Context: an optimization exercise on an open-source flow, tuned for small area and a short achievable clock period. The choices shown serve that exercise and are no tape-out recipe. Function was checked by simulation only, so behaviour that the tests miss may differ from the original. Power is estimated from default activity; no workload was simulated.

Design timer_top, start of the top module:
module timer_top (
    input sys_clk,
    input sys_rst_n,
    input tim_psel,
    input tim_pwrite,
    input tim_penable,
    input [11:0] tim_paddr,
    input [31:0] tim_pwdata,
    input [3:0] tim_pstrb,
    input dbg_mode,
    output tim_int,
    output tim_pready,
    output tim_pslverr,
    output [31:0] tim_prdata
);
    reg [1:0] ph;
    reg       acc;
    reg       pready_q;
    reg [7:0] sel;           
    wire ph3 = (ph == 2'd3);
    always @(posedge sys_clk or negedge sys_rst_n) begin
        if (!sys_rst_n) begin
            ph       <= 2'd0;
            acc      <= 1'b0;
            pready_q <= 1'b0;
            sel      <= 8'd0;
        end else begin
            if (ph == 2'd0)
                ph <= (tim_psel && !tim_penable) ? 2'd1 : 2'd0;
            else
                ph <= ph + 2'd1;
            acc      <= ph3;
            pready_q <= acc;
            sel      <= (ph3 && tim_paddr[11:5] == 7'd0 && tim_paddr[1:0] == 2'd0)
                        ? (8'd1 << tim_paddr[4:2]) : 8'd0;
        end
    end
    wire s_tcr   = sel[0];
    wire s_tdr0  = sel[1];
    wire s_tdr1  = sel[2];
    wire s_tcmp0 = sel[3];
    wire s_tcmp1 = sel[4];
    wire s_tier  = sel[5];
    wire s_tisr  = sel[6];
    wire s_thcsr = sel[7];
    wire wr = tim_pwrite;
    reg       timer_en;
    reg       div_en;
    reg [3:0] div_val;
    wire err_n = (tim_pwdata[11:8] > 4'd8)
               || (timer_en && tim_pstrb[1] && (tim_pwdata[15:8] != {4'd0, div_val}))
               || (timer_en && tim_pstrb[0] && (tim_pwdata[1] != div_en));
    wire tcr_we = s_tcr && wr;
    reg err, pslverr_q;
    always @(posedge sys_clk)
        err <= err_n;
    wire div_en_n = (tcr_we && !err && tim_pstrb[0]) ? tim_pwdata[1] : div_en;
    wire [3:0] div_val_n = (tcr_we && !err && tim_pstrb[1]) ? tim_pwdata[11:8] : div_val;
    always @(posedge sys_clk or negedge sys_rst_n) begin
        if (!sys_rst_n) begin
            timer_en  <= 1'b0;
            div_en    <= 1'b0;
            div_val   <= 4'd1;
            pslverr_q <= 1'b0;
        end else begin
            pslverr_q <= tcr_we && err;
            if (tcr_we && tim_pstrb[0])
                timer_en <= tim_pwdata[0];
            div_en   <= div_en_n;
            div_val  <= div_val_n;
  ...
For scale: about 1,100 cells after synthesis, roughly 280 flip-flops, ~89 I/O pins, ~12,000 sq um of cells after synthesis.
export LEC_CHECK = 0
export CAP_MARGIN = 20
export CORE_MARGIN = 2
export CORE_UTILIZATION = 65
export SETUP_SLACK_MARGIN = 2.2
export SLEW_MARGIN = 20
create_clock -name core_clock -period 4.0 [get_ports {sys_clk}]
standard.sh (not shown) runs the stock make flow with config.mk's settings and CLKGATE_MAP_FILE= SYNTH_SCRIPT=/design/flow/synth_recipe.tcl, a recipe that flattens the netlist after the stock synthesis.
==> flow/flow/run.sh <==
#!/bin/bash
# Standard ORFS layout (the standard.sh, standard synthesis unchanged) with:
#  - plain buf_1 port buffers instead of the delay-cell buffers buffer_ports
#    picks by default (timing repair upsizes them where needed),
#  - timing repair allowed to resize across cell footprints,
#  - larger clock-tree sink clusters without dummy loads.
# make's full output goes to flow_make.log; ORFS keeps each step's log under orfs/logs.
set -euo pipefail
bash standard.sh MATCH_CELL_FOOTPRINT=0 \
  "BUFFER_PORTS_ARGS=-buffer_cell sky130_fd_sc_hd__buf_1" \
  "CTS_ARGS=-sink_clustering_enable -repair_clock_nets -dont_use_dummy_load -sink_clustering_size 30 -sink_clustering_max_diameter 60" \
  finish > flow_make.log 2>&1
Rerun with:
- CORE_UTILIZATION: 65 -> 75
- SETUP_SLACK_MARGIN: 2.2 -> 2.1
Outcome:
- total power shrinks by 5.5%
- non-clock buffer count shrinks by 3
- design area shrinks by 2.0%
- global-route usage grows by 3.7 points
- clock skew stays flat
- first-iteration DRC count grows by 50%
- die area shrinks by 13%
- cell count shrinks by 1.5%
- worst setup slack gets worse by 140 ps
- hold slack gets better by 99 ps
- routed wire length shrinks by 1.7%
Rerun with:
==> flow/run.sh (new file) <==
#!/bin/bash
# synth_recipe.tcl (not shown) runs the flow's synth.tcl, then flattens the netlist and writes it again
# the make line also repeats each setting of config.mk as NAME=value (left out here)
make -C /OpenROAD-flow-scripts/flow DESIGN_CONFIG=/design/flow/config.mk WORK_HOME=/design/flow/orfs CLKGATE_MAP_FILE= SYNTH_SCRIPT=/design/flow/synth_recipe.tcl finish
- CORE_UTILIZATION: 75 -> 70
- CTS_CLUSTER_DIAMETER: unset -> 60
- CTS_CLUSTER_SIZE: unset -> 30
removed: flow/flow/run.sh
removed: flow/standard.sh
After rerunning:
- routed wire length rose by 1.6%
- core utilization fell by 2.3 points
- die area rose by 6.9%
- worst hold slack is worse by 34 ps
Rerun with:
==> flow/flow/run.sh (new file) <==
#!/bin/bash
# Standard ORFS layout (the standard.sh, standard synthesis unchanged) with:
#  - plain buf_1 port buffers instead of the delay-cell buffers buffer_ports
#    picks by default (timing repair upsizes them where needed),
#  - timing repair allowed to resize across cell footprints,
#  - larger clock-tree sink clusters without dummy loads.
# make's full output goes to flow_make.log; ORFS keeps each step's log under orfs/logs.
set -euo pipefail
bash standard.sh MATCH_CELL_FOOTPRINT=0 \
  "BUFFER_PORTS_ARGS=-buffer_cell sky130_fd_sc_hd__buf_1" \
  "CTS_ARGS=-sink_clustering_enable -repair_clock_nets -dont_use_dummy_load -sink_clustering_size 30 -sink_clustering_max_diameter 60" \
  finish > flow_make.log 2>&1
==> flow/standard.sh (new file) <==
#!/bin/bash
# synth_recipe.tcl (not shown) runs the flow's synth.tcl, then flattens the netlist and writes it again
# the make line also repeats each setting of config.mk as NAME=value (left out here)
make -C /OpenROAD-flow-scripts/flow DESIGN_CONFIG=/design/flow/config.mk WORK_HOME=/design/flow/orfs CLKGATE_MAP_FILE= SYNTH_SCRIPT=/design/flow/synth_recipe.tcl "${@:-finish}"
- CORE_UTILIZATION: 70 -> 75
- CTS_CLUSTER_DIAMETER: 60 -> unset
- CTS_CLUSTER_SIZE: 30 -> unset
- SETUP_SLACK_MARGIN: 2.1 -> 2.25
removed: flow/run.sh
After rerunning:
- die area came out lower by 6.5%
- count of clock-buffer cells in the layout shrinks by 2
- final area falls by 0.52%
- routed wire length came out higher by 6.9%
- total power falls by 5.2%
- hold slack got worse by 11 ps
- via count went up by 4.6%
- sequential cell count is unchanged
- core utilization came out higher by 5.8 points

## separate check: timing with driven ports
No port has a modelled driver above. Below, the same layouts with a new extraction and two added sets of constraints.
Step 1 assumes that a clkbuf_16 drives the clock port and a buf_2 every other input.
Step 2 adds t to the input delays and takes it off the output delays; t is the mean of the earliest and latest rising clock arrival at the registers after step 1. Input paths then give back, and output paths get back, about the clock's delay inside the block.
Slacks: ideal / step 1 / step 2; pairs: ideal / step 1.
| run | shift t [ns] | setup WS [ns] | worst hold slack (ns) | clock arrival spread, ns | worst data-port slew with drivers (ns) |
|---|---|---|---|---|---|
| the first run | 0.554 | 2.155 / 2.106 / 1.741 | 0.255 / 0.232 / 0.365 | 0.039 / 0.039 | 0.04 |
| the second run | 0.534 | 2.018 / 2.018 / 1.659 | 0.354 / 0.354 / 0.354 | 0.039 / 0.040 | 0.04 |
| the third run | 0.552 | 2.111 / 2.111 / 1.588 | 0.320 / 0.309 / 0.365 | 0.019 / 0.019 | 0.04 |
| the fourth run | 0.551 | 1.992 / 1.992 / 1.739 | 0.309 / 0.293 / 0.359 | 0.047 / 0.046 | 0.04 |
After both steps every run listed still meets setup and hold. For the third run, which loses most, drivers alone change the setup slack by 0.000 ns; drivers and shift together by -0.523 ns.
